Background: an optimization exercise with open tools, aiming at small area. Do not read the settings as production practice. The RTL was checked by simulation tests, not by an equivalence proof against the original design. No driver is modelled on the clock port, so clock power and skew are understated where the tree is cut down; a real chip needs a root buffer or a tree. Power is estimated from default activity; no workload was simulated.

## run a
## vga_writer
module vga_writer (
   input vclock,
   input reset,
   input [11:0] location,
   input [4:0] orientation,
   input [11:0] target_location,
   input new_data,
   input orientation_ready,
   input [10:0] hcount,
   input [9:0]  vcount,
   input hsync,
   input vsync,
   input blank,
   output phsync,
   output pvsync,
   output pblank,
   output [23:0] pixel
   );
For scale: ~920 cells after synthesis, about 69 flip-flops.
==> flow/config.mk <==
export PLATFORM = sky130hd
export DESIGN_NAME = vga_writer
export DESIGN_NICKNAME = vga_writer
export VERILOG_FILES = /design/flow/design.v
export SDC_FILE = /design/flow/constraint.sdc
export NUM_CORES = 4
export LEC_CHECK = 0
export CAP_MARGIN = 20
export CORE_MARGIN = 2
export CORE_UTILIZATION = 65
export GPL_TIMING_DRIVEN = 0
export SLEW_MARGIN = 20
==> flow/constraint.sdc <==
create_clock -name core_clock -period 12.0 [get_ports {vclock}]
set_input_delay 2.4000 -clock core_clock [delete_from_list [all_inputs] [get_ports {vclock}]]
set_output_delay 2.4000 -clock core_clock [all_outputs]
set_load 0.01 [all_outputs]
standard.sh (not shown) runs the stock make flow with config.mk's settings and CLKGATE_MAP_FILE= SYNTH_SCRIPT=/design/flow/synth_recipe.tcl, a recipe that flattens the netlist after the stock synthesis.
==> flow/flow/run.sh <==
#!/bin/bash
# Layout flow: the standard flow (standard.sh) with three changes.
# 1. Synthesis is ORFS's own synthesis script with the full-adder extraction
#    step off (ADDER_MAP_FILE empty, no Kogge-Stone adder map) and abc run with
#    an area script (flow/abc_deep.script: eight rounds of &deepsyn, then amap
#    area mapping), so the arithmetic is optimised together with the logic
#    around it. Registers are inferred, mapped and named exactly as in the
#    standard synthesis.
# 2. Port buffers are the smallest buffer cell (buf_1) instead of the default.
# 3. Clock tree: flow/cts.tcl is ORFS's cts.tcl with clock_tree_synthesis
#    replaced by four clkbuf_8, one per quadrant of the registers, each at
#    the centre of its registers and fed from the clock port; the rest of the
#    step (placement legalisation, timing repair) is unchanged.
# Each step's full output goes to its own log here (synth.log, layout.log);
# ORFS's per-step logs are under orfs/logs.
set -euo pipefail
W=$(pwd)
mkdir -p "$W/syn_scripts" "$W/lay_scripts"
for f in "$FLOW_HOME"/scripts/*; do
  ln -sf "$f" "$W/syn_scripts/"
  ln -sf "$f" "$W/lay_scripts/"
done
rm -f "$W/syn_scripts/abc_area.script" "$W/lay_scripts/cts.tcl"
cp "$W/flow/abc_deep.script" "$W/syn_scripts/abc_area.script"
cp "$W/flow/cts.tcl" "$W/lay_scripts/cts.tcl"
SCRIPTS_DIR="$W/syn_scripts" ADDER_MAP_FILE= SYNTH_OPERATIONS_ARGS=-noshare ABC_AREA=1 \
  bash standard.sh synth > "$W/synth.log" 2>&1
SCRIPTS_DIR="$W/lay_scripts" FLOW_CLK_GROUPS=4 FLOW_CLK_BUF=sky130_fd_sc_hd__clkbuf_8 \
BUFFER_PORTS_ARGS="-buffer_cell sky130_fd_sc_hd__buf_1" \
  bash standard.sh > "$W/layout.log" 2>&1
Other scripts of this flow, unchanged in this note and not shown: flow/flow/abc_deep.script, flow/flow/cts.tcl
Input changes introduced in run b (baseline for comparison: run a):
diff --git a/flow/design.v b/flow/design.v
--- a/flow/design.v
+++ b/flow/design.v
@@ -79,43 +79,46 @@
          p66 = add16({2'b0, r, 6'b0}, {7'b0, r, 1'b0}, 1'b0);
          o1  = c[0] ? p9 : (c2 ? {7'b0, r, 1'b0} : 16'd0);
          o2  = c3 ? p66 : (c2 ? {3'b0, r, 5'b0} : 16'd0);
          t   = add16(o1, o2, 1'b0);
          nz  = |t[7:0];
          hi  = add16({8'b0, r}, ~{8'b0, t[15:8]}, ~nz);
          lo  = c3 ? hi[7:0] : (c2 ? {2'b0, r[7:2]} : (c1 ? p66[15:8] : 8'd0));
          p2c = {1'b0, xn, sw ? lo : hi[7:0], sw ? hi[7:0] : lo};
       end
    endfunction
    reg [11:0] tloc;
-   reg        rxs;
-   reg [7:0]  rxv;
-   reg [7:0]  ry;
+   reg        nrxs;
+   reg [7:0]  nrxv;
+   reg [7:0]  nry;
    reg        rrst;    
    wire [17:0] pc  = p2c(vsync ? tloc : location);
    wire        pxs = ~pc[16];                     
    wire [7:0]  pxv = pc[15:8] ^ {8{pxs}};
    always @(posedge vclock) begin
       if (reset) begin
          rrst <= 1'b1;
-         rxs  <= 1'b0;
-         rxv  <= 8'd0;
-         ry   <= 8'd0;
+         nrxs <= 1'b1;
+         nrxv <= 8'hFF;
+         nry  <= 8'hFF;
       end else if (!vsync && (new_data | orientation_ready)) begin
          rrst <= 1'b0;
-         rxs  <= pxs;
-         rxv  <= pxv;
-         ry   <= pc[7:0];
+         nrxs <= ~pxs;
+         nrxv <= ~pxv;
+         nry  <= ~pc[7:0];
       end
       if (!reset && !vsync) tloc <= target_location;
    end
+   wire       rxs = ~nrxs;
+   wire [7:0] rxv = ~nrxv;
+   wire [7:0] ry  = ~nry;
    wire [15:0] hh = add16({6'b0, hcount[10:1]}, 16'hFF04, 1'b0);
    wire [15:0] vv = add16({7'b0, vcount[9:1]}, 16'hFF03, vcount[0]);
    wire [15:0] tz = add16(hh, {{8{pxs}}, pxv}, pxs);
    wire [15:0] tw = add16(vv, {8'b0, pc[7:0]}, 1'b0);
    wire tsq = (tz[15:3] == 13'd0) & (tw[15:3] == 13'd0);
    wire [15:0] rz = add16(hh, {{8{rxs}}, rxv}, rxs);
    wire [15:0] rw = add16(vv, {8'b0, ry}, 1'b0);
    wire rsq = (rz[15:3] == 13'd0) & (rw[15:3] == (rrst ? 13'd8 : 13'd0));
    wire [2:0] wl = rw[2:0];
    wire [3:0] dx = {~rz[2], rz[1:0], hcount[0]};
    wire [3:0] dy = {wl[2], ~wl[1:0], vcount[0]};
Results
Run b -> run a: growth of design area from synthesis to finish flat. Run b and run a ended up with roughly the same synthesized area. When run b is measured against run a, its total power turns out about 0.9% lower. The worst-path maximum fanout in run b sits 1 below the value recorded for run a. Status: post-route cell area parity (run a, run b).
No run of this note takes its clock network from TritonCTS; it comes from the design's own scripts or RTL.

[what the ideal ports hide]
Ports are ideal in the flow. The routed layouts listed here were re-timed in OpenROAD.
Step 1 sets driving cells, clkbuf_16 on the clock port and buf_2 on the other inputs (assumed; they add their load-dependent delay and slew).
Step 2 times the ports against the registers' clock, not the clock port: input delays grow and output delays shrink by t, the midpoint of the rising clock arrivals with the driver on.
a / b / c = ideal ports / drivers / drivers and shift; a / b = the first two.
run | t, ns | slack for setup (ns) | clock arrival spread, ns | worst register clock-pin slew, ns | pins driven straight from the clock port
run a | 0.218 | 1.948 / 1.984 / 1.766 | 0.012 / 0.012 | 0.11 / 0.11 | 4
run b | 0.216 | 1.548 / 1.586 / 1.369 | 0.017 / 0.017 | 0.11 / 0.11 | 4
After both steps setup and hold are still met in every run listed. The setup slack of run a, which loses most, moves by +0.036 ns with the drivers and by -0.182 ns with both steps.
